This is an optimization exercise on Yosys and OpenROAD, whose aim is small area and a short achievable clock period, not a production implementation.
Only simulation tests tie the RTL to the original design; equivalence was not proved.

**flow/flow/run.sh**
```bash
#!/bin/bash
# The standard layout, with the port buffers made from buf_4 instead of the default cell,
# and the resizer's timing repair aiming at 16.5 ns of setup slack
set -euo pipefail
bash standard.sh finish 'BUFFER_PORTS_ARGS=-buffer_cell sky130_fd_sc_hd__buf_4' SETUP_SLACK_MARGIN=16.5 > standard.log 2>&1
```
**flow/standard.sh**
```bash
#!/bin/bash
# synth_recipe.tcl (not shown) runs the flow's synth.tcl, then flattens the netlist and writes it again
# the make line also repeats each setting of config.mk as NAME=value (left out here)
make -C /OpenROAD-flow-scripts/flow DESIGN_CONFIG=/design/flow/config.mk WORK_HOME=/design/flow/orfs CLKGATE_MAP_FILE= SYNTH_SCRIPT=/design/flow/synth_recipe.tcl "${@:-finish}"
```
**flow/config.mk**
```make
export PLATFORM = sky130hd
export DESIGN_NAME = AXIS_linear_regression_v1_0
export DESIGN_NICKNAME = AXIS_linear_regression_v1_0
export VERILOG_FILES = /design/flow/design.v
export SDC_FILE = /design/flow/constraint.sdc
export NUM_CORES = 8
export LEC_CHECK = 0
export CAP_MARGIN = 20
export CORE_MARGIN = 2
export CORE_UTILIZATION = 50
export CTS_CLUSTER_DIAMETER = 50
export CTS_CLUSTER_SIZE = 24
export SLEW_MARGIN = 20
export SYNTH_HIERARCHICAL = 1
export SYNTH_MINIMUM_KEEP_SIZE = 0
```
**flow/constraint.sdc**
```tcl
create_clock -name core_clock -period 22.0 [get_ports {aclk}]
set_input_delay 4.4000 -clock core_clock [delete_from_list [all_inputs] [get_ports {aclk}]]
set_output_delay 4.4000 -clock core_clock [all_outputs]
set_load 0.01 [all_outputs]
```
**flow/design.v**
```verilog
`timescale 1 ns / 1 ps
module AXIS_linear_regression_v1_0 #
	(
		parameter M = 8,
		parameter N = 3,
		parameter integer C_S00_AXIS_TDATA_WIDTH	= 32,
		parameter integer C_M00_AXIS_TDATA_WIDTH	= 32,
		parameter integer C_M00_AXIS_START_COUNT	= 32
	)
	(
		input wire  aclk,
		input wire  aresetn,
		output wire  s00_axis_tready,
		input wire [C_S00_AXIS_TDATA_WIDTH-1 : 0] s00_axis_tdata,
		input wire  s00_axis_tlast,
		input wire  s00_axis_tvalid,
		output wire  m00_axis_tvalid,
		output wire [C_M00_AXIS_TDATA_WIDTH-1 : 0] m00_axis_tdata,
		output wire  m00_axis_tlast,
		input wire  m00_axis_tready
	);
    reg        tready_r;
    reg  [2:0] vdly, ldly;
    reg        tvalid_r, tlast_r;
    reg  [31:0] tdata_r;
    reg  [1:0] col;         
    reg  [3:0] row;         
    reg        pending;     
    reg  [1:0] w;           
    assign s00_axis_tready = tready_r;
    assign m00_axis_tvalid = tvalid_r;
    assign m00_axis_tlast  = tlast_r;
    assign m00_axis_tdata  = tdata_r;
    wire take = s00_axis_tvalid & tready_r & ~pending;
    wire xrow = ~row[3];
    wire nz = row != 4'd0;              
    wire [15:0] bus16 = s00_axis_tdata[15:0];
    wire [15:0] enc;
    wire [7:0] encn;
    genvar g;
    generate for (g = 0; g < 8; g = g + 1) begin : be
        wire am1 = (g == 0) ? 1'b0 : bus16[2*g-1];
        wire a0 = bus16[2*g], a1 = bus16[2*g+1];
        assign enc[2*g]   = a0 ^ am1;
        assign enc[2*g+1] = (a1 & ~a0 & ~am1) | (~a1 & a0 & am1);
        assign encn[g]    = a1;
    end endgenerate
    reg [15:0] E0, E1, E2;
    reg [7:0] N0, N1, N2;
    wire ld0 = ~xrow | (col == 2'd0);
    wire ld1 = ~xrow | (col == 2'd1);
    wire ld2 = ~xrow | (col == 2'd2);
    wire flip = take & xrow & (col == 2'd3);
    reg [31:0] R0a, R0b, R0c;           
    reg [31:0] R1a, R1b;                
    reg [31:0] A22;
    reg [31:0] B0, B1, B2;              
    wire [31:0] busx = (col == 2'd3) ? s00_axis_tdata : {{16{s00_axis_tdata[15]}}, bus16};
    reg [31:0] Q0, Q1, Q2;
    reg sx0, sx1, sx2, sx3;             
    reg st;                             
    reg cR0, cB0, cR1, cB1, cR2, cB2;
    always @(posedge aclk) begin
        if (ld0) E0 <= enc;
        if (ld1) E1 <= enc;
        if (ld2) E2 <= enc;
        if (ld0 | flip) N0 <= ld0 ? encn : ~N0;
        if (ld1 | flip) N1 <= ld1 ? encn : ~N1;
        if (ld2 | flip) N2 <= ld2 ? encn : ~N2;
        Q0 <= xrow ? busx : R0a;
        Q1 <= xrow ? busx : (col == 2'd0) ? R0b : R1a;
        Q2 <= xrow ? busx : (col == 2'd0) ? R0c : (col == 2'd1) ? R1b : A22;
        if (!aresetn) begin
            tready_r <= 1'b0;
            vdly <= 3'b0; ldly <= 3'b0;
            tvalid_r <= 1'b0; tlast_r <= 1'b0;
            col <= 2'd0; row <= 4'd0;
            pending <= 1'b0; w <= 2'd0;
            {sx0, sx1, sx2, sx3, st} <= 5'b0;
            {cR0, cB0, cR1, cB1, cR2, cB2} <= 6'b0;
        end else begin
            tready_r <= m00_axis_tready;
            vdly <= {vdly[1:0], s00_axis_tvalid};
            ldly <= {ldly[1:0], s00_axis_tlast};
            tvalid_r <= vdly[2];
            tlast_r <= ldly[2];
            sx0 <= take & xrow & (col == 2'd0);
            sx1 <= take & xrow & (col == 2'd1);
            sx2 <= take & xrow & (col == 2'd2);
            sx3 <= take & xrow & (col == 2'd3);
            st  <= take & ~xrow & (col != 2'd3);
            cR0 <= take & xrow & nz & (col != 2'd3);
            cB0 <= take & (xrow ? nz & (col == 2'd3) : (col != 2'd3));
            cR1 <= take & xrow & nz & (col == 2'd1 || col == 2'd2);
            cB1 <= take & (xrow ? nz & (col == 2'd3) : 1'b1);
            cR2 <= take & xrow & nz & (col == 2'd2);
            cB2 <= take & (xrow ? nz & col[0] : 1'b1);
            if (take) begin
                col <= col + 2'd1;
                if (col == 2'd3) row <= row + 4'd1;
                if (~xrow && col == 2'd3) pending <= 1'b1;
            end
            if (pending & m00_axis_tready) begin
                w <= (w == 2'd2) ? 2'd0 : w + 2'd1;
                if (w == 2'd2) begin
                    pending <= 1'b0;
                    row <= 4'd0;
                    col <= 2'd0;
                end
            end
        end
    end
    wire tload = pending & m00_axis_tready;
    wire [31:0] gw = (w == 2'd0) ? B0 : (w == 2'd1) ? B1 : B2;
    always @(posedge aclk)
        tdata_r <= ({32{tload & aresetn}} & gw) | ({32{~tload & aresetn}} & tdata_r);
    wire [31:0] c0 = ({32{cR0}} & R0a) | ({32{cB0}} & B0);
    wire [31:0] r0;
    mac u0 (E0, N0, Q0, c0, r0);
    wire [31:0] c1 = ({32{cR1}} & R1a) | ({32{cB1}} & B1);
    wire [31:0] r1;
    mac u1 (E1, N1, Q1, c1, r1);
    wire [31:0] c2 = ({32{cR2}} & A22) | ({32{cB2}} & B2);
    wire [31:0] r2;
    mac u2 (E2, N2, Q2, c2, r2);
    wire wa0 = sx0 | sx1 | sx2 | (take & ~xrow & (col != 2'd3));
    wire wa1 = sx1 | sx2 | (take & ~xrow & (col == 2'd1));
    always @(posedge aclk) begin
        if (wa0) begin
            R0a <= R0b;
            R0b <= R0c;
            R0c <= r0;
        end
        if (wa1) begin
            R1a <= R1b;
            R1b <= r1;
        end
        if (sx2) A22 <= r2;
        if (sx3 | st) begin B0 <= r0; B1 <= r1; B2 <= r2; end
    end
endmodule
module mac(input [15:0] e, input [7:0] n, input [31:0] b, input [31:0] c, output [31:0] r);
wire one0 = e[0];
wire two0 = e[1];
wire neg0 = n[0];
wire one1 = e[2];
wire two1 = e[3];
wire neg1 = n[1];
wire one2 = e[4];
wire two2 = e[5];
wire neg2 = n[2];
wire one3 = e[6];
wire two3 = e[7];
wire neg3 = n[3];
wire one4 = e[8];
wire two4 = e[9];
wire neg4 = n[4];
wire one5 = e[10];
wire two5 = e[11];
wire neg5 = n[5];
wire one6 = e[12];
wire two6 = e[13];
wire neg6 = n[6];
wire one7 = e[14];
wire two7 = e[15];
wire neg7 = n[7];
wire p0_0, p0_1; bpp2z u_p0_0(one0, two0, neg0, b[0], b[1], p0_0, p0_1);
wire p0_2, p0_3; bpp2 u_p0_2(one0, two0, neg0, b[1], b[2], b[3], p0_2, p0_3);
wire p0_4, p0_5; bpp2 u_p0_4(one0, two0, neg0, b[3], b[4], b[5], p0_4, p0_5);
wire p0_6, p0_7; bpp2 u_p0_6(one0, two0, neg0, b[5], b[6], b[7], p0_6, p0_7);
wire p0_8, p0_9; bpp2 u_p0_8(one0, two0, neg0, b[7], b[8], b[9], p0_8, p0_9);
wire p0_10, p0_11; bpp2 u_p0_10(one0, two0, neg0, b[9], b[10], b[11], p0_10, p0_11);
wire p0_12, p0_13; bpp2 u_p0_12(one0, two0, neg0, b[11], b[12], b[13], p0_12, p0_13);
wire p0_14, p0_15; bpp2 u_p0_14(one0, two0, neg0, b[13], b[14], b[15], p0_14, p0_15);
wire p0_16, p0_17; bpp2 u_p0_16(one0, two0, neg0, b[15], b[16], b[17], p0_16, p0_17);
wire p0_18, p0_19; bpp2 u_p0_18(one0, two0, neg0, b[17], b[18], b[19], p0_18, p0_19);
wire p0_20, p0_21; bpp2 u_p0_20(one0, two0, neg0, b[19], b[20], b[21], p0_20, p0_21);
wire p0_22, p0_23; bpp2 u_p0_22(one0, two0, neg0, b[21], b[22], b[23], p0_22, p0_23);
wire p0_24, p0_25; bpp2 u_p0_24(one0, two0, neg0, b[23], b[24], b[25], p0_24, p0_25);
wire p0_26, p0_27; bpp2 u_p0_26(one0, two0, neg0, b[25], b[26], b[27], p0_26, p0_27);
wire p0_28, p0_29; bpp2 u_p0_28(one0, two0, neg0, b[27], b[28], b[29], p0_28, p0_29);
wire p0_30, p0_31; bpp2 u_p0_30(one0, two0, neg0, b[29], b[30], b[31], p0_30, p0_31);
wire p1_0, p1_1; bpp2z u_p1_0(one1, two1, neg1, b[0], b[1], p1_0, p1_1);
wire p1_2, p1_3; bpp2 u_p1_2(one1, two1, neg1, b[1], b[2], b[3], p1_2, p1_3);
wire p1_4, p1_5; bpp2 u_p1_4(one1, two1, neg1, b[3], b[4], b[5], p1_4, p1_5);
wire p1_6, p1_7; bpp2 u_p1_6(one1, two1, neg1, b[5], b[6], b[7], p1_6, p1_7);
wire p1_8, p1_9; bpp2 u_p1_8(one1, two1, neg1, b[7], b[8], b[9], p1_8, p1_9);
wire p1_10, p1_11; bpp2 u_p1_10(one1, two1, neg1, b[9], b[10], b[11], p1_10, p1_11);
wire p1_12, p1_13; bpp2 u_p1_12(one1, two1, neg1, b[11], b[12], b[13], p1_12, p1_13);
wire p1_14, p1_15; bpp2 u_p1_14(one1, two1, neg1, b[13], b[14], b[15], p1_14, p1_15);
wire p1_16, p1_17; bpp2 u_p1_16(one1, two1, neg1, b[15], b[16], b[17], p1_16, p1_17);
wire p1_18, p1_19; bpp2 u_p1_18(one1, two1, neg1, b[17], b[18], b[19], p1_18, p1_19);
wire p1_20, p1_21; bpp2 u_p1_20(one1, two1, neg1, b[19], b[20], b[21], p1_20, p1_21);
wire p1_22, p1_23; bpp2 u_p1_22(one1, two1, neg1, b[21], b[22], b[23], p1_22, p1_23);
wire p1_24, p1_25; bpp2 u_p1_24(one1, two1, neg1, b[23], b[24], b[25], p1_24, p1_25);
wire p1_26, p1_27; bpp2 u_p1_26(one1, two1, neg1, b[25], b[26], b[27], p1_26, p1_27);
wire p1_28, p1_29; bpp2 u_p1_28(one1, two1, neg1, b[27], b[28], b[29], p1_28, p1_29);
wire p2_0, p2_1; bpp2z u_p2_0(one2, two2, neg2, b[0], b[1], p2_0, p2_1);
wire p2_2, p2_3; bpp2 u_p2_2(one2, two2, neg2, b[1], b[2], b[3], p2_2, p2_3);
wire p2_4, p2_5; bpp2 u_p2_4(one2, two2, neg2, b[3], b[4], b[5], p2_4, p2_5);
wire p2_6, p2_7; bpp2 u_p2_6(one2, two2, neg2, b[5], b[6], b[7], p2_6, p2_7);
wire p2_8, p2_9; bpp2 u_p2_8(one2, two2, neg2, b[7], b[8], b[9], p2_8, p2_9);
wire p2_10, p2_11; bpp2 u_p2_10(one2, two2, neg2, b[9], b[10], b[11], p2_10, p2_11);
wire p2_12, p2_13; bpp2 u_p2_12(one2, two2, neg2, b[11], b[12], b[13], p2_12, p2_13);
wire p2_14, p2_15; bpp2 u_p2_14(one2, two2, neg2, b[13], b[14], b[15], p2_14, p2_15);
wire p2_16, p2_17; bpp2 u_p2_16(one2, two2, neg2, b[15], b[16], b[17], p2_16, p2_17);
wire p2_18, p2_19; bpp2 u_p2_18(one2, two2, neg2, b[17], b[18], b[19], p2_18, p2_19);
wire p2_20, p2_21; bpp2 u_p2_20(one2, two2, neg2, b[19], b[20], b[21], p2_20, p2_21);
wire p2_22, p2_23; bpp2 u_p2_22(one2, two2, neg2, b[21], b[22], b[23], p2_22, p2_23);
wire p2_24, p2_25; bpp2 u_p2_24(one2, two2, neg2, b[23], b[24], b[25], p2_24, p2_25);
wire p2_26, p2_27; bpp2 u_p2_26(one2, two2, neg2, b[25], b[26], b[27], p2_26, p2_27);
wire p3_0, p3_1; bpp2z u_p3_0(one3, two3, neg3, b[0], b[1], p3_0, p3_1);
wire p3_2, p3_3; bpp2 u_p3_2(one3, two3, neg3, b[1], b[2], b[3], p3_2, p3_3);
wire p3_4, p3_5; bpp2 u_p3_4(one3, two3, neg3, b[3], b[4], b[5], p3_4, p3_5);
wire p3_6, p3_7; bpp2 u_p3_6(one3, two3, neg3, b[5], b[6], b[7], p3_6, p3_7);
wire p3_8, p3_9; bpp2 u_p3_8(one3, two3, neg3, b[7], b[8], b[9], p3_8, p3_9);
wire p3_10, p3_11; bpp2 u_p3_10(one3, two3, neg3, b[9], b[10], b[11], p3_10, p3_11);
wire p3_12, p3_13; bpp2 u_p3_12(one3, two3, neg3, b[11], b[12], b[13], p3_12, p3_13);
wire p3_14, p3_15; bpp2 u_p3_14(one3, two3, neg3, b[13], b[14], b[15], p3_14, p3_15);
wire p3_16, p3_17; bpp2 u_p3_16(one3, two3, neg3, b[15], b[16], b[17], p3_16, p3_17);
wire p3_18, p3_19; bpp2 u_p3_18(one3, two3, neg3, b[17], b[18], b[19], p3_18, p3_19);
wire p3_20, p3_21; bpp2 u_p3_20(one3, two3, neg3, b[19], b[20], b[21], p3_20, p3_21);
wire p3_22, p3_23; bpp2 u_p3_22(one3, two3, neg3, b[21], b[22], b[23], p3_22, p3_23);
wire p3_24, p3_25; bpp2 u_p3_24(one3, two3, neg3, b[23], b[24], b[25], p3_24, p3_25);
wire p4_0, p4_1; bpp2z u_p4_0(one4, two4, neg4, b[0], b[1], p4_0, p4_1);
wire p4_2, p4_3; bpp2 u_p4_2(one4, two4, neg4, b[1], b[2], b[3], p4_2, p4_3);
wire p4_4, p4_5; bpp2 u_p4_4(one4, two4, neg4, b[3], b[4], b[5], p4_4, p4_5);
wire p4_6, p4_7; bpp2 u_p4_6(one4, two4, neg4, b[5], b[6], b[7], p4_6, p4_7);
wire p4_8, p4_9; bpp2 u_p4_8(one4, two4, neg4, b[7], b[8], b[9], p4_8, p4_9);
wire p4_10, p4_11; bpp2 u_p4_10(one4, two4, neg4, b[9], b[10], b[11], p4_10, p4_11);
wire p4_12, p4_13; bpp2 u_p4_12(one4, two4, neg4, b[11], b[12], b[13], p4_12, p4_13);
wire p4_14, p4_15; bpp2 u_p4_14(one4, two4, neg4, b[13], b[14], b[15], p4_14, p4_15);
wire p4_16, p4_17; bpp2 u_p4_16(one4, two4, neg4, b[15], b[16], b[17], p4_16, p4_17);
wire p4_18, p4_19; bpp2 u_p4_18(one4, two4, neg4, b[17], b[18], b[19], p4_18, p4_19);
wire p4_20, p4_21; bpp2 u_p4_20(one4, two4, neg4, b[19], b[20], b[21], p4_20, p4_21);
wire p4_22, p4_23; bpp2 u_p4_22(one4, two4, neg4, b[21], b[22], b[23], p4_22, p4_23);
wire p5_0, p5_1; bpp2z u_p5_0(one5, two5, neg5, b[0], b[1], p5_0, p5_1);
wire p5_2, p5_3; bpp2 u_p5_2(one5, two5, neg5, b[1], b[2], b[3], p5_2, p5_3);
wire p5_4, p5_5; bpp2 u_p5_4(one5, two5, neg5, b[3], b[4], b[5], p5_4, p5_5);
wire p5_6, p5_7; bpp2 u_p5_6(one5, two5, neg5, b[5], b[6], b[7], p5_6, p5_7);
wire p5_8, p5_9; bpp2 u_p5_8(one5, two5, neg5, b[7], b[8], b[9], p5_8, p5_9);
wire p5_10, p5_11; bpp2 u_p5_10(one5, two5, neg5, b[9], b[10], b[11], p5_10, p5_11);
wire p5_12, p5_13; bpp2 u_p5_12(one5, two5, neg5, b[11], b[12], b[13], p5_12, p5_13);
wire p5_14, p5_15; bpp2 u_p5_14(one5, two5, neg5, b[13], b[14], b[15], p5_14, p5_15);
wire p5_16, p5_17; bpp2 u_p5_16(one5, two5, neg5, b[15], b[16], b[17], p5_16, p5_17);
wire p5_18, p5_19; bpp2 u_p5_18(one5, two5, neg5, b[17], b[18], b[19], p5_18, p5_19);
wire p5_20, p5_21; bpp2 u_p5_20(one5, two5, neg5, b[19], b[20], b[21], p5_20, p5_21);
wire p6_0, p6_1; bpp2z u_p6_0(one6, two6, neg6, b[0], b[1], p6_0, p6_1);
wire p6_2, p6_3; bpp2 u_p6_2(one6, two6, neg6, b[1], b[2], b[3], p6_2, p6_3);
wire p6_4, p6_5; bpp2 u_p6_4(one6, two6, neg6, b[3], b[4], b[5], p6_4, p6_5);
wire p6_6, p6_7; bpp2 u_p6_6(one6, two6, neg6, b[5], b[6], b[7], p6_6, p6_7);
wire p6_8, p6_9; bpp2 u_p6_8(one6, two6, neg6, b[7], b[8], b[9], p6_8, p6_9);
wire p6_10, p6_11; bpp2 u_p6_10(one6, two6, neg6, b[9], b[10], b[11], p6_10, p6_11);
wire p6_12, p6_13; bpp2 u_p6_12(one6, two6, neg6, b[11], b[12], b[13], p6_12, p6_13);
wire p6_14, p6_15; bpp2 u_p6_14(one6, two6, neg6, b[13], b[14], b[15], p6_14, p6_15);
wire p6_16, p6_17; bpp2 u_p6_16(one6, two6, neg6, b[15], b[16], b[17], p6_16, p6_17);
wire p6_18, p6_19; bpp2 u_p6_18(one6, two6, neg6, b[17], b[18], b[19], p6_18, p6_19);
wire p7_0, p7_1; bpp2z u_p7_0(one7, two7, neg7, b[0], b[1], p7_0, p7_1);
wire p7_2, p7_3; bpp2 u_p7_2(one7, two7, neg7, b[1], b[2], b[3], p7_2, p7_3);
wire p7_4, p7_5; bpp2 u_p7_4(one7, two7, neg7, b[3], b[4], b[5], p7_4, p7_5);
wire p7_6, p7_7; bpp2 u_p7_6(one7, two7, neg7, b[5], b[6], b[7], p7_6, p7_7);
wire p7_8, p7_9; bpp2 u_p7_8(one7, two7, neg7, b[7], b[8], b[9], p7_8, p7_9);
wire p7_10, p7_11; bpp2 u_p7_10(one7, two7, neg7, b[9], b[10], b[11], p7_10, p7_11);
wire p7_12, p7_13; bpp2 u_p7_12(one7, two7, neg7, b[11], b[12], b[13], p7_12, p7_13);
wire p7_14, p7_15; bpp2 u_p7_14(one7, two7, neg7, b[13], b[14], b[15], p7_14, p7_15);
wire p7_16, p7_17; bpp2 u_p7_16(one7, two7, neg7, b[15], b[16], b[17], p7_16, p7_17);
wire n1;
wire n2;
ha un2 (p0_14, p1_12, n1, n2);
wire n3;
wire n4;
ha un4 (p0_15, p1_13, n3, n4);
wire n5;
wire n6;
ha un6 (p0_16, p1_14, n5, n6);
wire n7;
wire n8;
ha un8 (p0_17, p1_15, n7, n8);
wire n9;
wire n10;
ha un10 (p0_18, p1_16, n9, n10);
wire n11;
wire n12;
ha un12 (p0_19, p1_17, n11, n12);
wire n13;
wire n14;
ha un14 (p0_20, p1_18, n13, n14);
wire n15;
wire n16;
ha un16 (p0_21, p1_19, n15, n16);
wire n17;
wire n18;
ha un18 (p0_22, p1_20, n17, n18);
wire n19;
wire n20;
ha un20 (p0_23, p1_21, n19, n20);
wire n21;
wire n22;
ha un22 (p0_24, p1_22, n21, n22);
wire n23;
wire n24;
ha un24 (p0_25, p1_23, n23, n24);
wire n25;
wire n26;
ha un26 (p0_26, p1_24, n25, n26);
wire n27;
wire n28;
ha un28 (p0_27, p1_25, n27, n28);
wire n29;
wire n30;
ha un30 (p0_28, p1_26, n29, n30);
wire n31;
wire n32;
ha un32 (p0_29, p1_27, n31, n32);
wire n33;
wire n34;
ha un34 (p0_30, p1_28, n33, n34);
wire n35;
wire n36;
ha un36 (p0_31, p1_29, n35, n36);
wire n37;
wire n38;
ha un38 (p0_8, p1_6, n37, n38);
wire n39;
wire n40;
ha un40 (p0_9, p1_7, n39, n40);
wire n41;
wire n42;
fa un42 (p0_10, p1_8, p2_6, n41, n42);
wire n43;
wire n44;
ha un44 (p3_4, p4_2, n43, n44);
wire n45;
wire n46;
fa un46 (p0_11, p1_9, p2_7, n45, n46);
wire n47;
wire n48;
ha un48 (p3_5, p4_3, n47, n48);
wire n49;
wire n50;
fa un50 (p0_12, p1_10, p2_8, n49, n50);
wire n51;
wire n52;
fa un52 (p3_6, p4_4, p5_2, n51, n52);
wire n53;
wire n54;
ha un54 (p6_0, neg6, n53, n54);
wire n55;
wire n56;
fa un56 (p0_13, p1_11, p2_9, n55, n56);
wire n57;
wire n58;
fa un58 (p3_7, p4_5, p5_3, n57, n58);
wire n59;
wire n60;
ha un60 (p6_1, c[13], n59, n60);
wire n61;
wire n62;
fa un62 (n1, p2_10, p3_8, n61, n62);
wire n63;
wire n64;
fa un64 (p4_6, p5_4, p6_2, n63, n64);
wire n65;
wire n66;
fa un66 (p7_0, neg7, c[14], n65, n66);
wire n67;
wire n68;
fa un68 (n2, n3, p2_11, n67, n68);
wire n69;
wire n70;
fa un70 (p3_9, p4_7, p5_5, n69, n70);
wire n71;
wire n72;
fa un72 (p6_3, p7_1, c[15], n71, n72);
wire n73;
wire n74;
fa un74 (n4, n5, p2_12, n73, n74);
wire n75;
wire n76;
fa un76 (p3_10, p4_8, p5_6, n75, n76);
wire n77;
wire n78;
fa un78 (p6_4, p7_2, c[16], n77, n78);
wire n79;
wire n80;
fa un80 (n6, n7, p2_13, n79, n80);
wire n81;
wire n82;
fa un82 (p3_11, p4_9, p5_7, n81, n82);
wire n83;
wire n84;
fa un84 (p6_5, p7_3, c[17], n83, n84);
wire n85;
wire n86;
fa un86 (n8, n9, p2_14, n85, n86);
wire n87;
wire n88;
fa un88 (p3_12, p4_10, p5_8, n87, n88);
wire n89;
wire n90;
fa un90 (p6_6, p7_4, c[18], n89, n90);
wire n91;
wire n92;
fa un92 (n10, n11, p2_15, n91, n92);
wire n93;
wire n94;
fa un94 (p3_13, p4_11, p5_9, n93, n94);
wire n95;
wire n96;
fa un96 (p6_7, p7_5, c[19], n95, n96);
wire n97;
wire n98;
fa un98 (n12, n13, p2_16, n97, n98);
wire n99;
wire n100;
fa un100 (p3_14, p4_12, p5_10, n99, n100);
wire n101;
wire n102;
fa un102 (p6_8, p7_6, c[20], n101, n102);
wire n103;
wire n104;
fa un104 (n14, n15, p2_17, n103, n104);
wire n105;
wire n106;
fa un106 (p3_15, p4_13, p5_11, n105, n106);
wire n107;
wire n108;
fa un108 (p6_9, p7_7, c[21], n107, n108);
wire n109;
wire n110;
fa un110 (n16, n17, p2_18, n109, n110);
wire n111;
wire n112;
fa un112 (p3_16, p4_14, p5_12, n111, n112);
wire n113;
wire n114;
fa un114 (p6_10, p7_8, c[22], n113, n114);
wire n115;
wire n116;
fa un116 (n18, n19, p2_19, n115, n116);
wire n117;
wire n118;
fa un118 (p3_17, p4_15, p5_13, n117, n118);
wire n119;
wire n120;
fa un120 (p6_11, p7_9, c[23], n119, n120);
wire n121;
wire n122;
fa un122 (n20, n21, p2_20, n121, n122);
wire n123;
wire n124;
fa un124 (p3_18, p4_16, p5_14, n123, n124);
wire n125;
wire n126;
fa un126 (p6_12, p7_10, c[24], n125, n126);
wire n127;
wire n128;
fa un128 (n22, n23, p2_21, n127, n128);
wire n129;
wire n130;
fa un130 (p3_19, p4_17, p5_15, n129, n130);
wire n131;
wire n132;
fa un132 (p6_13, p7_11, c[25], n131, n132);
wire n133;
wire n134;
fa un134 (n24, n25, p2_22, n133, n134);
wire n135;
wire n136;
fa un136 (p3_20, p4_18, p5_16, n135, n136);
wire n137;
wire n138;
fa un138 (p6_14, p7_12, c[26], n137, n138);
wire n139;
wire n140;
fa un140 (n26, n27, p2_23, n139, n140);
wire n141;
wire n142;
fa un142 (p3_21, p4_19, p5_17, n141, n142);
wire n143;
wire n144;
fa un144 (p6_15, p7_13, c[27], n143, n144);
wire n145;
wire n146;
fa un146 (n28, n29, p2_24, n145, n146);
wire n147;
wire n148;
fa un148 (p3_22, p4_20, p5_18, n147, n148);
wire n149;
wire n150;
fa un150 (p6_16, p7_14, c[28], n149, n150);
wire n151;
wire n152;
fa un152 (n30, n31, p2_25, n151, n152);
wire n153;
wire n154;
fa un154 (p3_23, p4_21, p5_19, n153, n154);
wire n155;
wire n156;
fa un156 (p6_17, p7_15, c[29], n155, n156);
wire n157;
wire n158;
fa un158 (n32, n33, p2_26, n157, n158);
wire n159;
wire n160;
fa un160 (p3_24, p4_22, p5_20, n159, n160);
wire n161;
wire n162;
fa un162 (p6_18, p7_16, c[30], n161, n162);
wire n163;
wire n164;
fa un164 (n34, n35, p2_27, n163, n164);
wire n165;
wire n166;
fa un166 (p3_25, p4_23, p5_21, n165, n166);
wire n167;
wire n168;
fa un168 (p6_19, p7_17, c[31], n167, n168);
wire n169;
wire n170;
ha un170 (p0_4, p1_2, n169, n170);
wire n171;
wire n172;
ha un172 (p0_5, p1_3, n171, n172);
wire n173;
wire n174;
fa un174 (p0_6, p1_4, p2_2, n173, n174);
wire n175;
wire n176;
ha un176 (p3_0, neg3, n175, n176);
wire n177;
wire n178;
fa un178 (p0_7, p1_5, p2_3, n177, n178);
wire n179;
wire n180;
ha un180 (p3_1, c[7], n179, n180);
wire n181;
wire n182;
fa un182 (n37, p2_4, p3_2, n181, n182);
wire n183;
wire n184;
fa un184 (p4_0, neg4, c[8], n183, n184);
wire n185;
wire n186;
fa un186 (n38, n39, p2_5, n185, n186);
wire n187;
wire n188;
fa un188 (p3_3, p4_1, c[9], n187, n188);
wire n189;
wire n190;
fa un190 (n40, n41, n43, n189, n190);
wire n191;
wire n192;
fa un192 (p5_0, neg5, c[10], n191, n192);
wire n193;
wire n194;
fa un194 (n42, n44, n45, n193, n194);
wire n195;
wire n196;
fa un196 (n47, p5_1, c[11], n195, n196);
wire n197;
wire n198;
fa un198 (n46, n48, n49, n197, n198);
wire n199;
wire n200;
fa un200 (n51, n53, c[12], n199, n200);
wire n201;
wire n202;
fa un202 (n50, n52, n54, n201, n202);
wire n203;
wire n204;
fa un204 (n55, n57, n59, n203, n204);
wire n205;
wire n206;
fa un206 (n56, n58, n60, n205, n206);
wire n207;
wire n208;
fa un208 (n61, n63, n65, n207, n208);
wire n209;
wire n210;
fa un210 (n62, n64, n66, n209, n210);
wire n211;
wire n212;
fa un212 (n67, n69, n71, n211, n212);
wire n213;
wire n214;
fa un214 (n68, n70, n72, n213, n214);
wire n215;
wire n216;
fa un216 (n73, n75, n77, n215, n216);
wire n217;
wire n218;
fa un218 (n74, n76, n78, n217, n218);
wire n219;
wire n220;
fa un220 (n79, n81, n83, n219, n220);
wire n221;
wire n222;
fa un222 (n80, n82, n84, n221, n222);
wire n223;
wire n224;
fa un224 (n85, n87, n89, n223, n224);
wire n225;
wire n226;
fa un226 (n86, n88, n90, n225, n226);
wire n227;
wire n228;
fa un228 (n91, n93, n95, n227, n228);
wire n229;
wire n230;
fa un230 (n92, n94, n96, n229, n230);
wire n231;
wire n232;
fa un232 (n97, n99, n101, n231, n232);
wire n233;
wire n234;
fa un234 (n98, n100, n102, n233, n234);
wire n235;
wire n236;
fa un236 (n103, n105, n107, n235, n236);
wire n237;
wire n238;
fa un238 (n104, n106, n108, n237, n238);
wire n239;
wire n240;
fa un240 (n109, n111, n113, n239, n240);
wire n241;
wire n242;
fa un242 (n110, n112, n114, n241, n242);
wire n243;
wire n244;
fa un244 (n115, n117, n119, n243, n244);
wire n245;
wire n246;
fa un246 (n116, n118, n120, n245, n246);
wire n247;
wire n248;
fa un248 (n121, n123, n125, n247, n248);
wire n249;
wire n250;
fa un250 (n122, n124, n126, n249, n250);
wire n251;
wire n252;
fa un252 (n127, n129, n131, n251, n252);
wire n253;
wire n254;
fa un254 (n128, n130, n132, n253, n254);
wire n255;
wire n256;
fa un256 (n133, n135, n137, n255, n256);
wire n257;
wire n258;
fa un258 (n134, n136, n138, n257, n258);
wire n259;
wire n260;
fa un260 (n139, n141, n143, n259, n260);
wire n261;
wire n262;
fa un262 (n140, n142, n144, n261, n262);
wire n263;
wire n264;
fa un264 (n145, n147, n149, n263, n264);
wire n265;
wire n266;
fa un266 (n146, n148, n150, n265, n266);
wire n267;
wire n268;
fa un268 (n151, n153, n155, n267, n268);
wire n269;
wire n270;
fa un270 (n152, n154, n156, n269, n270);
wire n271;
wire n272;
fa un272 (n157, n159, n161, n271, n272);
wire n273;
wire n274;
fa un274 (n158, n160, n162, n273, n274);
wire n275;
wire n276;
fa un276 (n163, n165, n167, n275, n276);
wire n277;
wire n278;
ha un278 (p0_2, p1_0, n277, n278);
wire n279;
wire n280;
ha un280 (p0_3, p1_1, n279, n280);
wire n281;
wire n282;
fa un282 (n169, p2_0, neg2, n281, n282);
wire n283;
wire n284;
fa un284 (n170, n171, p2_1, n283, n284);
wire n285;
wire n286;
fa un286 (n172, n173, n175, n285, n286);
wire n287;
wire n288;
fa un288 (n174, n176, n177, n287, n288);
wire n289;
wire n290;
fa un290 (n178, n180, n181, n289, n290);
wire n291;
wire n292;
fa un292 (n182, n184, n185, n291, n292);
wire n293;
wire n294;
fa un294 (n186, n188, n189, n293, n294);
wire n295;
wire n296;
fa un296 (n190, n192, n193, n295, n296);
wire n297;
wire n298;
fa un298 (n194, n196, n197, n297, n298);
wire n299;
wire n300;
fa un300 (n198, n200, n201, n299, n300);
wire n301;
wire n302;
fa un302 (n202, n204, n205, n301, n302);
wire n303;
wire n304;
fa un304 (n206, n208, n209, n303, n304);
wire n305;
wire n306;
fa un306 (n210, n212, n213, n305, n306);
wire n307;
wire n308;
fa un308 (n214, n216, n217, n307, n308);
wire n309;
wire n310;
fa un310 (n218, n220, n221, n309, n310);
wire n311;
wire n312;
fa un312 (n222, n224, n225, n311, n312);
wire n313;
wire n314;
fa un314 (n226, n228, n229, n313, n314);
wire n315;
wire n316;
fa un316 (n230, n232, n233, n315, n316);
wire n317;
wire n318;
fa un318 (n234, n236, n237, n317, n318);
wire n319;
wire n320;
fa un320 (n238, n240, n241, n319, n320);
wire n321;
wire n322;
fa un322 (n242, n244, n245, n321, n322);
wire n323;
wire n324;
fa un324 (n246, n248, n249, n323, n324);
wire n325;
wire n326;
fa un326 (n250, n252, n253, n325, n326);
wire n327;
wire n328;
fa un328 (n254, n256, n257, n327, n328);
wire n329;
wire n330;
fa un330 (n258, n260, n261, n329, n330);
wire n331;
wire n332;
fa un332 (n262, n264, n265, n331, n332);
wire n333;
wire n334;
fa un334 (n266, n268, n269, n333, n334);
wire n335;
wire n336;
fa un336 (n270, n272, n273, n335, n336);
wire n337;
wire n338;
ha un338 (p0_0, neg0, n337, n338);
wire n339;
wire n340;
ha un340 (p0_1, c[1], n339, n340);
wire n341;
wire n342;
fa un342 (n277, neg1, c[2], n341, n342);
wire n343;
wire n344;
fa un344 (n278, n279, c[3], n343, n344);
wire n345;
wire n346;
fa un346 (n280, n281, c[4], n345, n346);
wire n347;
wire n348;
fa un348 (n282, n283, c[5], n347, n348);
wire n349;
wire n350;
fa un350 (n284, n285, c[6], n349, n350);
wire n351;
wire n352;
fa un352 (n286, n287, n179, n351, n352);
wire n353;
wire n354;
fa un354 (n288, n289, n183, n353, n354);
wire n355;
wire n356;
fa un356 (n290, n291, n187, n355, n356);
wire n357;
wire n358;
fa un358 (n292, n293, n191, n357, n358);
wire n359;
wire n360;
fa un360 (n294, n295, n195, n359, n360);
wire n361;
wire n362;
fa un362 (n296, n297, n199, n361, n362);
wire n363;
wire n364;
fa un364 (n298, n299, n203, n363, n364);
wire n365;
wire n366;
fa un366 (n300, n301, n207, n365, n366);
wire n367;
wire n368;
fa un368 (n302, n303, n211, n367, n368);
wire n369;
wire n370;
fa un370 (n304, n305, n215, n369, n370);
wire n371;
wire n372;
fa un372 (n306, n307, n219, n371, n372);
wire n373;
wire n374;
fa un374 (n308, n309, n223, n373, n374);
wire n375;
wire n376;
fa un376 (n310, n311, n227, n375, n376);
wire n377;
wire n378;
fa un378 (n312, n313, n231, n377, n378);
wire n379;
wire n380;
fa un380 (n314, n315, n235, n379, n380);
wire n381;
wire n382;
fa un382 (n316, n317, n239, n381, n382);
wire n383;
wire n384;
fa un384 (n318, n319, n243, n383, n384);
wire n385;
wire n386;
fa un386 (n320, n321, n247, n385, n386);
wire n387;
wire n388;
fa un388 (n322, n323, n251, n387, n388);
wire n389;
wire n390;
fa un390 (n324, n325, n255, n389, n390);
wire n391;
wire n392;
fa un392 (n326, n327, n259, n391, n392);
wire n393;
wire n394;
fa un394 (n328, n329, n263, n393, n394);
wire n395;
wire n396;
fa un396 (n330, n331, n267, n395, n396);
wire n397;
wire n398;
fa un398 (n332, n333, n271, n397, n398);
wire n399;
wire n400;
fa un400 (n334, n335, n275, n399, n400);
wire [31:0] s0 = {n398, n396, n394, n392, n390, n388, n386, n384, n382, n380, n378, n376, n374, n372, n370, n368, n366, n364, n362, n360, n358, n356, n354, n352, n350, n348, n346, n344, n342, n340, n338, n337};
wire [31:0] s1 = {n399, n397, n395, n393, n391, n389, n387, n385, n383, n381, n379, n377, n375, n373, n371, n369, n367, n365, n363, n361, n359, n357, n355, n353, n351, n349, n347, n345, n343, n341, n339, c[0]};
add32 u_cpa(s0, s1, r);
endmodule
module fa(input a, input b, input c, output s, output co);
assign s = a ^ b ^ c;
assign co = (a & b) | (a & c) | (b & c);
endmodule
module ha(input a, input b, output s, output co);
assign s = a ^ b;
assign co = a & b;
endmodule
module bpp2(input one, input two, input neg, input bm1, input b0, input b1, output p0, output p1);
assign p0 = ((one & b0) | (two & bm1)) ^ neg;
assign p1 = ((one & b1) | (two & b0)) ^ neg;
endmodule
module bpp2z(input one, input two, input neg, input b0, input b1, output p0, output p1);
assign p0 = (one & b0) ^ neg;
assign p1 = ((one & b1) | (two & b0)) ^ neg;
endmodule
module add32(input [31:0] a, input [31:0] b, output [31:0] s);
wire q1;
wire q2;
pgc u_pg0(a[0], b[0], q1, q2);
wire q3;
wire q4;
pgc u_pg1(a[1], b[1], q3, q4);
wire q5;
wire q6;
pgc u_pg2(a[2], b[2], q5, q6);
wire q7;
wire q8;
pgc u_pg3(a[3], b[3], q7, q8);
wire q9;
wire q10;
pgc u_pg4(a[4], b[4], q9, q10);
wire q11;
wire q12;
pgc u_pg5(a[5], b[5], q11, q12);
wire q13;
wire q14;
pgc u_pg6(a[6], b[6], q13, q14);
wire q15;
wire q16;
pgc u_pg7(a[7], b[7], q15, q16);
wire q17;
wire q18;
pgc u_pg8(a[8], b[8], q17, q18);
wire q19;
wire q20;
pgc u_pg9(a[9], b[9], q19, q20);
wire q21;
wire q22;
pgc u_pg10(a[10], b[10], q21, q22);
wire q23;
wire q24;
pgc u_pg11(a[11], b[11], q23, q24);
wire q25;
wire q26;
pgc u_pg12(a[12], b[12], q25, q26);
wire q27;
wire q28;
pgc u_pg13(a[13], b[13], q27, q28);
wire q29;
wire q30;
pgc u_pg14(a[14], b[14], q29, q30);
wire q31;
wire q32;
pgc u_pg15(a[15], b[15], q31, q32);
wire q33;
wire q34;
pgc u_pg16(a[16], b[16], q33, q34);
wire q35;
wire q36;
pgc u_pg17(a[17], b[17], q35, q36);
wire q37;
wire q38;
pgc u_pg18(a[18], b[18], q37, q38);
wire q39;
wire q40;
pgc u_pg19(a[19], b[19], q39, q40);
wire q41;
wire q42;
pgc u_pg20(a[20], b[20], q41, q42);
wire q43;
wire q44;
pgc u_pg21(a[21], b[21], q43, q44);
wire q45;
wire q46;
pgc u_pg22(a[22], b[22], q45, q46);
wire q47;
wire q48;
pgc u_pg23(a[23], b[23], q47, q48);
wire q49;
wire q50;
pgc u_pg24(a[24], b[24], q49, q50);
wire q51;
wire q52;
pgc u_pg25(a[25], b[25], q51, q52);
wire q53;
wire q54;
pgc u_pg26(a[26], b[26], q53, q54);
wire q55;
wire q56;
pgc u_pg27(a[27], b[27], q55, q56);
wire q57;
wire q58;
pgc u_pg28(a[28], b[28], q57, q58);
wire q59;
wire q60;
pgc u_pg29(a[29], b[29], q59, q60);
wire q61;
wire q62;
pgc u_pg30(a[30], b[30], q61, q62);
wire q63;
wire q64;
pgc u_pg31(a[31], b[31], q63, q64);
wire q65;
gray u_g65(q3, q4, q1, q65);
wire q66;
wire q67;
dot u_d67(q7, q8, q5, q6, q66, q67);
wire q68;
wire q69;
dot u_d69(q11, q12, q9, q10, q68, q69);
wire q70;
wire q71;
dot u_d71(q15, q16, q13, q14, q70, q71);
wire q72;
wire q73;
dot u_d73(q19, q20, q17, q18, q72, q73);
wire q74;
wire q75;
dot u_d75(q23, q24, q21, q22, q74, q75);
wire q76;
wire q77;
dot u_d77(q27, q28, q25, q26, q76, q77);
wire q78;
wire q79;
dot u_d79(q31, q32, q29, q30, q78, q79);
wire q80;
wire q81;
dot u_d81(q35, q36, q33, q34, q80, q81);
wire q82;
wire q83;
dot u_d83(q39, q40, q37, q38, q82, q83);
wire q84;
wire q85;
dot u_d85(q43, q44, q41, q42, q84, q85);
wire q86;
wire q87;
dot u_d87(q47, q48, q45, q46, q86, q87);
wire q88;
wire q89;
dot u_d89(q51, q52, q49, q50, q88, q89);
wire q90;
wire q91;
dot u_d91(q55, q56, q53, q54, q90, q91);
wire q92;
wire q93;
dot u_d93(q59, q60, q57, q58, q92, q93);
wire q94;
wire q95;
dot u_d95(q63, q64, q61, q62, q94, q95);
wire q96;
gray u_g96(q66, q67, q65, q96);
wire q97;
wire q98;
dot u_d98(q68, q69, q66, q67, q97, q98);
wire q99;
wire q100;
dot u_d100(q70, q71, q68, q69, q99, q100);
wire q101;
wire q102;
dot u_d102(q72, q73, q70, q71, q101, q102);
wire q103;
wire q104;
dot u_d104(q74, q75, q72, q73, q103, q104);
wire q105;
wire q106;
dot u_d106(q76, q77, q74, q75, q105, q106);
wire q107;
wire q108;
dot u_d108(q78, q79, q76, q77, q107, q108);
wire q109;
wire q110;
dot u_d110(q80, q81, q78, q79, q109, q110);
wire q111;
wire q112;
dot u_d112(q82, q83, q80, q81, q111, q112);
wire q113;
wire q114;
dot u_d114(q84, q85, q82, q83, q113, q114);
wire q115;
wire q116;
dot u_d116(q86, q87, q84, q85, q115, q116);
wire q117;
wire q118;
dot u_d118(q88, q89, q86, q87, q117, q118);
wire q119;
wire q120;
dot u_d120(q90, q91, q88, q89, q119, q120);
wire q121;
wire q122;
dot u_d122(q92, q93, q90, q91, q121, q122);
wire q123;
wire q124;
dot u_d124(q94, q95, q92, q93, q123, q124);
wire q125;
gray u_g125(q97, q98, q65, q125);
wire q126;
gray u_g126(q99, q100, q96, q126);
wire q127;
wire q128;
dot u_d128(q101, q102, q97, q98, q127, q128);
wire q129;
wire q130;
dot u_d130(q103, q104, q99, q100, q129, q130);
wire q131;
wire q132;
dot u_d132(q105, q106, q101, q102, q131, q132);
wire q133;
wire q134;
dot u_d134(q107, q108, q103, q104, q133, q134);
wire q135;
wire q136;
dot u_d136(q109, q110, q105, q106, q135, q136);
wire q137;
wire q138;
dot u_d138(q111, q112, q107, q108, q137, q138);
wire q139;
wire q140;
dot u_d140(q113, q114, q109, q110, q139, q140);
wire q141;
wire q142;
dot u_d142(q115, q116, q111, q112, q141, q142);
wire q143;
wire q144;
dot u_d144(q117, q118, q113, q114, q143, q144);
wire q145;
wire q146;
dot u_d146(q119, q120, q115, q116, q145, q146);
wire q147;
wire q148;
dot u_d148(q121, q122, q117, q118, q147, q148);
wire q149;
wire q150;
dot u_d150(q123, q124, q119, q120, q149, q150);
wire q151;
gray u_g151(q127, q128, q65, q151);
wire q152;
gray u_g152(q129, q130, q96, q152);
wire q153;
gray u_g153(q131, q132, q125, q153);
wire q154;
gray u_g154(q133, q134, q126, q154);
wire q155;
wire q156;
dot u_d156(q135, q136, q127, q128, q155, q156);
wire q157;
wire q158;
dot u_d158(q137, q138, q129, q130, q157, q158);
wire q159;
wire q160;
dot u_d160(q139, q140, q131, q132, q159, q160);
wire q161;
wire q162;
dot u_d162(q141, q142, q133, q134, q161, q162);
wire q163;
wire q164;
dot u_d164(q143, q144, q135, q136, q163, q164);
wire q165;
wire q166;
dot u_d166(q145, q146, q137, q138, q165, q166);
wire q167;
wire q168;
dot u_d168(q147, q148, q139, q140, q167, q168);
wire q169;
wire q170;
dot u_d170(q149, q150, q141, q142, q169, q170);
wire q171;
gray u_g171(q155, q156, q65, q171);
wire q172;
gray u_g172(q157, q158, q96, q172);
wire q173;
gray u_g173(q159, q160, q125, q173);
wire q174;
gray u_g174(q161, q162, q126, q174);
wire q175;
gray u_g175(q163, q164, q151, q175);
wire q176;
gray u_g176(q165, q166, q152, q176);
wire q177;
gray u_g177(q167, q168, q153, q177);
wire q178;
gray u_g178(q169, q170, q154, q178);
wire q179;
gray u_g179(q5, q6, q65, q179);
wire q180;
gray u_g180(q9, q10, q96, q180);
wire q181;
gray u_g181(q13, q14, q125, q181);
wire q182;
gray u_g182(q17, q18, q126, q182);
wire q183;
gray u_g183(q21, q22, q151, q183);
wire q184;
gray u_g184(q25, q26, q152, q184);
wire q185;
gray u_g185(q29, q30, q153, q185);
wire q186;
gray u_g186(q33, q34, q154, q186);
wire q187;
gray u_g187(q37, q38, q171, q187);
wire q188;
gray u_g188(q41, q42, q172, q188);
wire q189;
gray u_g189(q45, q46, q173, q189);
wire q190;
gray u_g190(q49, q50, q174, q190);
wire q191;
gray u_g191(q53, q54, q175, q191);
wire q192;
gray u_g192(q57, q58, q176, q192);
wire q193;
gray u_g193(q61, q62, q177, q193);
assign s[0] = q2;
xr u_x1(q4, q1, s[1]);
xr u_x2(q6, q65, s[2]);
xr u_x3(q8, q179, s[3]);
xr u_x4(q10, q96, s[4]);
xr u_x5(q12, q180, s[5]);
xr u_x6(q14, q125, s[6]);
xr u_x7(q16, q181, s[7]);
xr u_x8(q18, q126, s[8]);
xr u_x9(q20, q182, s[9]);
xr u_x10(q22, q151, s[10]);
xr u_x11(q24, q183, s[11]);
xr u_x12(q26, q152, s[12]);
xr u_x13(q28, q184, s[13]);
xr u_x14(q30, q153, s[14]);
xr u_x15(q32, q185, s[15]);
xr u_x16(q34, q154, s[16]);
xr u_x17(q36, q186, s[17]);
xr u_x18(q38, q171, s[18]);
xr u_x19(q40, q187, s[19]);
xr u_x20(q42, q172, s[20]);
xr u_x21(q44, q188, s[21]);
xr u_x22(q46, q173, s[22]);
xr u_x23(q48, q189, s[23]);
xr u_x24(q50, q174, s[24]);
xr u_x25(q52, q190, s[25]);
xr u_x26(q54, q175, s[26]);
xr u_x27(q56, q191, s[27]);
xr u_x28(q58, q176, s[28]);
xr u_x29(q60, q192, s[29]);
xr u_x30(q62, q177, s[30]);
xr u_x31(q64, q193, s[31]);
endmodule
module pgc(input a, input b, output g, output p);
assign g = a & b;
assign p = a ^ b;
endmodule
module dot(input g1, input p1, input g0, input p0, output g, output p);
assign g = g1 | (p1 & g0);
assign p = p1 & p0;
endmodule
module gray(input g1, input p1, input g0, output g);
assign g = g1 | (p1 & g0);
endmodule
module xr(input a, input b, output y);
assign y = a ^ b;
endmodule
```
==> results of run 1 <==
-- layout make-up --
type	instances	area (um2)	area share, %
Antenna cell	1	2.502	0.004985
Clock buffer	65	1551	3.091
Clock inverter	47	543.0	1.082
Inverter	22	82.58	0.1645
Multi-Input combinational cell	2947	30300	60.37
Sequential cell	517	14100	28.08
Tap cell	1165	1458	2.904
Timing Repair Buffer	213	2162	4.307
-- stage by stage --
step / instances / setup WS (ns) / area (um2)
final: 4977 / 16.46 / 50200
after global placement: 4806 / 15.50 / 46760
after detailed placement: 4811 / 15.41 / 46850
after global routing: 4976 / 16.44 / 50200
after CTS: 4935 / 16.45 / 49390
after floorplan: 3576 / 15.43 / 44590
-- cell usage in the layout (no fill, tap or decap), types with 9 or more instances in the layout --
cell type	Yosys	final
xnor2_1	602	602
a22oi_1	552	541
fa_1	504	501
edfxtp_1	360	360
a21o_1	225	225
ha_1	198	194
and2_1	147	147
buf_4	14	125
a22o_1	96	96
nand2_1	85	85
xor2_1	100	85
dfxtp_1	157	83
mux2i_1	65	65
clkbuf_16	0	62
o21ai_0	57	56
dfxtp_2	0	54
buf_6	3	54
a21oi_1	50	50
nor2_1	47	46
a22oi_2	24	35
a221oi_1	32	32
mux2_2	32	32
o2bb2ai_1	31	31
o21ai_1	25	25
inv_1	22	22
dfxtp_4	0	20
buf_12	1	17
xor2_2	0	14
inv_6	0	13
buf_8	0	13
a211oi_1	11	11
a211oi_4	10	10
a211oi_2	10	10
inv_8	0	9
-- how the worst min path moves through the flow --
stage | from | slack [ns] | to | cells past startpoint
global placement | ldly[2] | 0.42 | tlast_r | 1
finish | vdly[2] | 0.44 | tvalid_r | 1
floorplan | ldly[0] | 0.41 | ldly[1] | 1
CTS | vdly[2] | 0.44 | tvalid_r | 1
detailed placement | vdly[2] | 0.42 | tvalid_r | 1
global route | R1b[17] | 0.46 | R1a[17] | 0
-- what timing repair did --
item | in CTS | in global routing
pin swaps | 0 | 4
setup endpoints to repair | 225 | 179
gates resized for setup | 112 | 76
endpoints found under the hold margin | 0 | 0
gates cloned | 0 | 1
buffers inserted | 12 | 39
-- Yosys stat by module (local to each module, per instance), a selection --
module / cell area, um2 / times used / flip-flops and latches
xr: 8.758 / 93 / 0
ha: 12.51 / 96 / 0
bpp2: 32.53 / 276 / 0
pgc: 12.51 / 96 / 0
bpp2z: 33.78 / 24 / 0
add32: 7.507 / 3 / 0
fa: 20.02 / 504 / 0
gray: 7.507 / 90 / 0
dot: 13.76 / 135 / 0
AXIS_linear_regression_v1_0: 18920 / 1 / 517
-- logic make-up (layout without fill, tap and decap cells) --
family | after synthesis | count (layout)
compound gates | 1133 | 1133
xor+xnor | 702 | 702
fa+ha+maj | 702 | 702
buf+inv | 112 | 347
flops | 517 | 517
mux | 97 | 97
other cells | 0 | 1
simple gates | 313 | 313
-- flip-flops by register name (all words and copies together), names as in the netlist, 4 cells and up --
| register | flops |
|---|---|
| A22 | 32 |
| B0 | 32 |
| B1 | 32 |
| B2 | 32 |
| Q0 | 32 |
| Q1 | 32 |
| Q2 | 32 |
| R0a | 32 |
| R0b | 32 |
| R0c | 32 |
| R1a | 32 |
| R1b | 32 |
| tdata_r | 32 |
| E0 | 16 |
| E1 | 16 |
| E2 | 16 |
| N0 | 8 |
| N1 | 8 |
| N2 | 8 |
| row | 4 |
-- routing by layer --
metal,vias to the layer above,share of wire (%)
li1,13670,-
met1,17340,41
met2,2250,44
met3,292,11
met4,0,3.9
met5,-,0
==> out/qor.csv, run 1 <==
stage,metric,value,unit
synthesis,synth_cell_types,53,
synthesis,synth_top_area_share,24.26,%
route,drc_errors,0,
synthesis,synth_xor_area_share,13.80,%
route,dr.pass1.iters,7,
setup_path,cpLargestDelayFamily,flip-flops,
placed_design,io_buffers,71,
route,wl,163000,um
global_route,met3_usage,6.932,%
timing,rsz0062_at_grt,yes,
cts,cts.sinks,517,
global_route,grt_remaining_overflow,0,
synthesis,synth_top_flop_cell,edfxtp_1,
timing,clock_skew,0.02520,ns
setup_path,cp.arrival,1.14,ns
cts,path_clk_slew,0.07,ns
synthesis,ys_ff_latch,517,
global_route,use_met2,53.25,%
synthesis,ys.warnings.count,7,
cts,cts_max_level,2,
timing,finalSetupViolCount,0,
route,routed-via-count,33550,
cts,clkLatencyLatePin,0.63,ns
global_route,grt_pass1_vias,33750,
synthesis,synth_mux_area_share,2.268,%
placed_design,gp_congestion,0.9645,
global_route,grt_pass1_wl,237300,um
global_route,globalRouteMet1Util,51.64,%
setup_path,reg2reg_slack,16.53,ns
setup_path,cpMaxStageDelayCell,dfxtp_4,
synthesis,synthSimpleGateAreaFrac,3.717,%
route,wl_per_cell,32.74,um
timing,fin_setup_tns,0,ns
setup_path,cp-end-kind,output port,
timing,slew_headroom,31.78,%
floorplan,initial_utilization,50.43,%
finish,area_delta_synth_final,12.63,%
global_route,grt_max_degree,82,
setup_path,setup.worst_path.end,m00_axis_tdata[21],
synthesis,synthAdderAreaFrac,28.20,%
cts,cts-buffers-inserted,60,
finish,layout-drive-gt1-share,13.67,%
cts,cts_tree,yes,
global_route,antenna_found_initial,2,
route,vias_per_cell,6.741,
floorplan,dieWidth,302.6,um
synthesis,synth_edf_count,360,
synthesis,synth_area,0.04457,mm2
synthesis,yosysSeqAreaShare,31.31,%
cts,holdBufCountCts,0,
finish,final_nets,4500,
run,maxCapViolCount,0,
cts,clockBufferDepth,3,
finish,fillers,7350,
setup_path,worst-path-buf-inv,1,
floorplan,fp.dieH,302.6,um
synthesis,synth_compound_gate_area_share,19.48,%
global_route,grt.total_usage,35.44,%
setup_path,worst-path-stages,1,
placed_design,dp_hpwl,116600,um
synthesis,syn_nets,4315,
finish,postLayoutCoreUtil,56.80,%
status,status,no timing/DRC/antenna violations,
global_route,busiest_layer,met2,
worst_hold_path,hp-class,reg2reg,
setup_path,cp.required,17.60,ns
floorplan,rows,109,
timing,finalCritPeriodShare,25.18,%
synthesis,synth_largest_area_cell,edfxtp_1,
synthesis,yosys-top-cells-area,"edfxtp_1, fa_1, xnor2_1",
timing,final_hold_viol_count,0,
setup_path,rr_startpoint,E1[0],
synthesis,yosysMostFrequentCell,xnor2_1,
timing,maxSlewViolCount,0,
route,first_iter_violations,4610,
synthesis,synth_top_family_by_area,adder cells,
floorplan,core_area,0.08837,mm2
setup_path,reg2reg_depth,16,
setup_path,r2r_end,B1[19],
setup_path,critPathKind,reg2out,
synthesis,netlist_instances,3576,
floorplan,ioPinCount,72,
synthesis,synth_common_cells,"xnor2_1, a22oi_1, fa_1",
setup_path,crit_path_max_fanout,2,
timing,worst_slew_pin_slew,1.021,ns
timing,hold_ws,0.4359,ns
timing,max_freq,180.5,MHz
setup_path,cp-start-kind,flip-flop,
setup_path,slowest_delay,0.40,ns
synthesis,syn_avg_cell_area,12.46,um2
setup_path,cp_cell_sequence,buf_6,
route,detail-route-antenna-nets,0,
floorplan,dieArea,0.09154,mm2
timing,layout_min_cycle_time,5.539,ns
cts,ctsRootBufferMaster,clkbuf_16,
synthesis,async_reset_ff_share,0,%
setup_path,crit_start,tdata_r[21],
==> inputs of run 2 (changes only) <==
--- a/flow/config.mk
+++ b/flow/config.mk
@@ -9,5 +9,6 @@
 export CORE_MARGIN = 2
-export CORE_UTILIZATION = 50
+export CORE_UTILIZATION = 40
 export CTS_CLUSTER_DIAMETER = 50
 export CTS_CLUSTER_SIZE = 24
+export GPL_TIMING_DRIVEN = 1
 export SLEW_MARGIN = 20
==> run 2 against run 1 <==
  * Area after synthesis unchanged
  * First-iteration DRC count down 10%
  * Non-clock buffer count down 38
  * Register-to-register slack better by 0.05 ns
  * Die area up 25%
  * Synthesized cell count unchanged
  * Clock-buffer cell count down 18
  * Highest routed layer is now met5
==> out/qor.csv, run 2 <==
stage,metric,value,unit
status,status,no timing/DRC/antenna violations,
timing,max_freq,180.4,MHz
synthesis,synth_cell_types,53,
synthesis,syn_avg_cell_area,12.46,um2
floorplan,dieWidth,337.8,um
cts,cts_max_level,2,
setup_path,worst-path-buf-inv,1,
timing,finalSetupViolCount,0,
route,drc_errors,0,
setup_path,critPathKind,reg2out,
timing,fin_setup_tns,0,ns
finish,final_area,0.04963,mm2
synthesis,yosysMostFrequentCell,xnor2_1,
route,dr.pass1.iters,7,
route,vias_per_cell,6.216,
setup_path,slowest_delay,0.41,ns
setup_path,cp.required,17.60,ns
finish,layout_commonest_cell,xnor2_1,
route,first_iter_violations,4127,
setup_path,cp_cell_sequence,buf_6,
setup_path,cp.arrival,1.14,ns
synthesis,async_reset_ff_share,0,%
worst_hold_path,hp-class,reg2reg,
cts,ctsRootBufferMaster,clkbuf_16,
run,maxCapViolCount,0,
setup_path,crit_path_max_fanout,2,
synthesis,synth_top_flop_cell,edfxtp_1,
synthesis,synth_largest_area_cell,edfxtp_1,
finish,final_cell_mix,"xnor2_1, a22oi_1, fa_1",
global_route,grt.total_usage,27.20,%
cts,clockBufferDepth,3,
synthesis,ys.warnings.count,7,
finish,final_cells,5235,
setup_path,cp-start-kind,flip-flop,
placed_design,dp_slack,15.19,ns
global_route,grt_max_degree,66,
timing,layout_min_cycle_time,5.544,ns
cts,holdBufCountCts,0,
cts,cts.sinks,517,
synthesis,yosysSeqAreaShare,31.31,%
global_route,grt_pass1_vias,32270,
timing,clock_skew,0.04367,ns
route,detail-route-antenna-nets,0,
floorplan,initial_utilization,40.33,%
cts,cts_tree,yes,
setup_path,cpLargestDelayFamily,flip-flops,
setup_path,r2r_end,R1b[21],
timing,final_hold_viol_count,0,
floorplan,rows,122,
global_route,grt_remaining_overflow,0,
synthesis,yosys-top-cells-area,"edfxtp_1, fa_1, xnor2_1",
floorplan,fp.dieH,337.8,um
route,wl,157200,um
route,routed-via-count,32540,
setup_path,cpMaxStageDelayCell,dfxtp_4,
placed_design,place_area,0.04716,mm2
setup_path,worst-path-stages,1,
timing,setup_slack,16.46,ns
timing,maxSlewViolCount,0,
placed_design,dp_hpwl,113400,um
placed_design,gp_congestion,0.9540,
synthesis,synth_area,0.04457,mm2
floorplan,dieArea,0.1141,mm2
finish,fillers,10240,
setup_path,reg2reg_slack,16.58,ns
floorplan,ioPinCount,72,
synthesis,synth_common_cells,"xnor2_1, a22oi_1, fa_1",
placed_design,io_buffers,71,
timing,finalCritPeriodShare,25.20,%
timing,hold_ws,0.4405,ns
setup_path,cp-end-kind,output port,
finish,final_nets,4449,
finish,area_delta_synth_final,11.35,%
route,wl_per_cell,30.03,um
synthesis,netlist_instances,3576,
setup_path,crit_start,tdata_r[21],
cts,clkLatencyLatePin,0.61,ns
synthesis,synth_edf_count,360,
synthesis,ys_ff_latch,517,
synthesis,syn_nets,4315,
floorplan,core_area,0.1105,mm2
setup_path,rr_startpoint,E1[3],
timing,worst_slew_pin_slew,1.118,ns
cts,cts-buffers-inserted,46,
finish,layout-drive-gt1-share,11.88,%
global_route,grt_pass1_wl,228600,um
setup_path,reg2reg_depth,16,
setup_path,setup.worst_path.end,m00_axis_tdata[21],
finish,postLayoutCoreUtil,44.90,%
timing,rsz0062_at_grt,yes,
cts,path_clk_slew,0.09,ns
global_route,antenna_found_initial,2,
placed_design,placedCellCount,5128,
timing,slew_headroom,25.46,%
synthesis,synth_top_area_share,24.26,%
[run 2: cell counts after synthesis]
Identical to the previous run, type by type.
[run 2: final cells by class]
type | count | area (um2) | area share (%)
Clock buffer | 47 | 1155 | 2.327
Multi-Input combinational cell | 2948 | 30270 | 60.99
Clock inverter | 37 | 484.2 | 0.9757
Tap cell | 1488 | 1862 | 3.752
Timing Repair Buffer | 175 | 1653 | 3.331
Antenna cell | 1 | 2.502 | 0.005043
Sequential cell | 517 | 14120 | 28.45
Inverter | 22 | 82.58 | 0.1664
[run 2: kinds of logic (layout without fill, tap and decap cells)]
family | after synthesis | count (layout) | share of synthesized area, %
xor gates and xnor gates | 702 | 702 | 13.80
adders and majority gates | 702 | 702 | 28.20
DFF | 517 | 517 | 31.31
other | 0 | 1 | 0
AOI/OAI and AO/OA | 1133 | 1134 | 19.48
muxes | 97 | 97 | 2.268
buffers and inverters | 112 | 281 | 1.235
and+or+nand+nor | 313 | 313 | 3.717
[run 2: metal layers]
layer  up-vias  share of wire [%]  global-route usage (%)
met5         -              0.040                       0
met4         2                4.1                   9.532
met3       235                 10                   5.669
met2      1852                 43                   39.56
met1     16880                 43                   39.97
li1      13580                  -                       -
[run 2: modules after synthesis (local to each module, per instance), a selection]
module / times used / area, um2 / flops+latches / cells
add32: 3 / 7.507 / 0 / 1
bpp2: 276 / 32.53 / 0 / 4
dot: 135 / 13.76 / 0 / 2
bpp2z: 24 / 33.78 / 0 / 4
gray: 90 / 7.507 / 0 / 1
fa: 504 / 20.02 / 0 / 1
ha: 96 / 12.51 / 0 / 1
pgc: 96 / 12.51 / 0 / 1
AXIS_linear_regression_v1_0: 1 / 18920 / 517 / 1224
xr: 93 / 8.758 / 0 / 1
[run 2: worst min-delay path by stage]
stage	from	end	cells past startpoint
after detailed placement	ldly[1]	ldly[2]	1
after global placement	ldly[1]	ldly[2]	1
after floorplan	ldly[0]	ldly[1]	1
after CTS	ldly[1]	ldly[2]	1
after global routing	R0c[24]	R0b[24]	0
final	ldly[1]	ldly[2]	1
[run 2: what timing repair did]
action / CTS / global route
pin swaps: 1 / 0
buffers inserted: 5 / 15
hold endpoints to repair: 0 / 0
resized for setup: 116 / 65
cloned: 1 / 0
endpoints found under the setup margin: 179 / 97
==> inputs of run 3 (changes only) <==
--- a/flow/config.mk
+++ b/flow/config.mk
@@ -12,3 +12,2 @@
 export CTS_CLUSTER_SIZE = 24
-export GPL_TIMING_DRIVEN = 1
 export SLEW_MARGIN = 20
==> run 3 against run 2 <==
  * Still clean
  * Critical path depth unchanged
  * Via count unchanged
  * Register-to-register slack about the same
  * Maximum frequency unchanged
  * Clock skew unchanged
  * Clock-buffer cell count unchanged
  * Area after synthesis unchanged
  * Core utilization unchanged
  * Cell count unchanged
  * Largest cell class unchanged
==> out/qor.csv, run 3 <==
stage,metric,value,unit
setup_path,cp.arrival,1.14,ns
cts,cts_max_level,2,
synthesis,syn_avg_cell_area,12.46,um2
route,wl,157200,um
route,drc_errors,0,
synthesis,synth_area,0.04457,mm2
setup_path,slowest_delay,0.41,ns
timing,slew_headroom,25.46,%
setup_path,crit_path_max_fanout,2,
synthesis,synth_common_cells,"xnor2_1, a22oi_1, fa_1",
status,status,no timing/DRC/antenna violations,
setup_path,cp-end-kind,output port,
global_route,grt.total_usage,27.20,%
global_route,grt_pass1_vias,32270,
timing,clock_skew,0.04367,ns
setup_path,cp-start-kind,flip-flop,
cts,clockBufferDepth,3,
worst_hold_path,hp-class,reg2reg,
route,dr.pass1.iters,7,
floorplan,ioPinCount,72,
synthesis,syn_nets,4315,
timing,finalCritPeriodShare,25.20,%
synthesis,ys.warnings.count,7,
timing,fin_setup_tns,0,ns
finish,final_nets,4449,
setup_path,cp.required,17.60,ns
setup_path,critPathKind,reg2out,
cts,holdBufCountCts,0,
finish,area_delta_synth_final,11.35,%
synthesis,synth_largest_area_cell,edfxtp_1,
floorplan,dieWidth,337.8,um
finish,fillers,10240,
placed_design,io_buffers,71,
synthesis,yosysSeqAreaShare,31.31,%
finish,layout_commonest_cell,xnor2_1,
finish,final_area,0.04963,mm2
setup_path,cp_cell_sequence,buf_6,
setup_path,worst-path-buf-inv,1,
floorplan,fp.dieH,337.8,um
floorplan,core_area,0.1105,mm2
timing,finalSetupViolCount,0,
placed_design,gp_congestion,0.9540,
timing,maxSlewViolCount,0,
synthesis,yosys-top-cells-area,"edfxtp_1, fa_1, xnor2_1",
floorplan,rows,122,
synthesis,netlist_instances,3576,
synthesis,async_reset_ff_share,0,%
cts,ctsRootBufferMaster,clkbuf_16,
synthesis,synth_top_flop_cell,edfxtp_1,
cts,cts_tree,yes,
synthesis,yosysMostFrequentCell,xnor2_1,
timing,final_hold_viol_count,0,
timing,max_freq,180.4,MHz
run,maxCapViolCount,0,
route,routed-via-count,32540,
finish,final_cell_mix,"xnor2_1, a22oi_1, fa_1",
setup_path,cpLargestDelayFamily,flip-flops,
cts,path_clk_slew,0.09,ns
synthesis,synth_cell_types,53,
finish,postLayoutCoreUtil,44.90,%
global_route,grt_remaining_overflow,0,
route,wl_per_cell,30.03,um
timing,worst_slew_pin_slew,1.118,ns
finish,multi_input_comb_area,0.03027,mm2
global_route,antenna_found_initial,2,
synthesis,synth_top_area_share,24.26,%
placed_design,dp_hpwl,113400,um
floorplan,initial_utilization,40.33,%
run 3: cell counts in the layout (fill, tap and decap cells not counted):
Identical to the previous run, type by type.
run 3: layout make-up:
class	instances	area share, %
Multi-Input combinational cell	2948	60.99
Timing Repair Buffer	175	3.331
Clock inverter	37	0.9757
Tap cell	1488	3.752
Antenna cell	1	0.005043
Inverter	22	0.1664
Clock buffer	47	2.327
Sequential cell	517	28.45
run 3: per-layer routing:
metal	vias to the layer above	wire, um	global-route usage [%]
li1	13580	-	-
met1	16880	67060	39.97
met3	235	16270	5.669
met5	-	63	0
met2	1852	67430	39.56
met4	2	6369	9.532
run 3: path summary, 6_finish.rpt:
| path | from | to | slack (ns) | cells past startpoint |
|---|---|---|---|---|
| setup reg to reg | E1[3] | R1b[21] | 16.58 | 16 |
| setup / recovery | tdata_r[21] | m00_axis_tdata[21] | 16.46 | 1 |
| hold / removal | ldly[1] | ldly[2] | 0.44 | 1 |
| hold reg to reg | ldly[1] | ldly[2] | 0.44 | 1 |
run 3: per-stage QoR:
step,setup slack [ns],cells,hold WS [ns]
6_report,16.46,5235,0.4405
5_1_grt,16.42,5234,0.4657
4_1_cts,16.44,5218,0.4423
3_5_place_dp,15.19,5128,0.4210
3_3_place_gp,15.21,5128,0.4150
2_1_floorplan,15.43,3576,0.4119
run 3: cell families after synthesis:
kind of cell	synth area share, %
AOI/OAI and AO/OA	19.48
xor gates and xnor gates	13.80
adders and majority gates	28.20
DFF	31.31
and+or+nand+nor	3.717
buffers and inverters	1.235
muxes	2.268
run 3: timing repair:
action                                  CTS  global route
endpoints found under the setup margin  179            97
setup buffers                             5            15
resized for setup                       116            65
gates cloned                              1             0
pin swaps                                 1             0
run 3: per-module statistics from Yosys (local to each module, per instance), a selection:
module / cell area, um2 / copies in the design
gray: 7.507 / 90
add32: 7.507 / 3
AXIS_linear_regression_v1_0: 18920 / 1
dot: 13.76 / 135
fa: 20.02 / 504
pgc: 12.51 / 96
xr: 8.758 / 93

==> re-timing with driven ports <==
In the flow no input, the clock included, has a driving cell. The finished layouts below were timed again as built, in two steps. Step 1 (the two cells are an assumption about what drives the block):
set clk [get_ports {aclk}]
set_driving_cell -lib_cell sky130_fd_sc_hd__clkbuf_16 $clk
set_driving_cell -lib_cell sky130_fd_sc_hd__buf_2 [delete_from_list [all_inputs] $clk]
Step 2 also shifts input and output timing later by t, the mid clock arrival at the registers, as if the neighbouring blocks saw the same clock. Slacks: no drivers / after step 1 / after step 2; pairs: no drivers / after step 1.
run	t (ns)	setup slack, ns	worst hold slack (ns)	worst setup path at the end	clock arrival spread, ns
run 1	0.682	16.461 / 16.393 / 15.940	0.436 / 0.436 / 0.436	input to register	0.028 / 0.028
run 2	0.664	16.456 / 16.388 / 15.956	0.441 / 0.441 / 0.441	input to register	0.050 / 0.050
run 3	0.664	16.456 / 16.388 / 15.956	0.441 / 0.441 / 0.441	input to register	0.050 / 0.050
After both steps setup and hold are still met in every run listed. For run 1, which loses most, drivers alone change the setup slack by -0.068 ns; drivers and shift together by -0.521 ns.
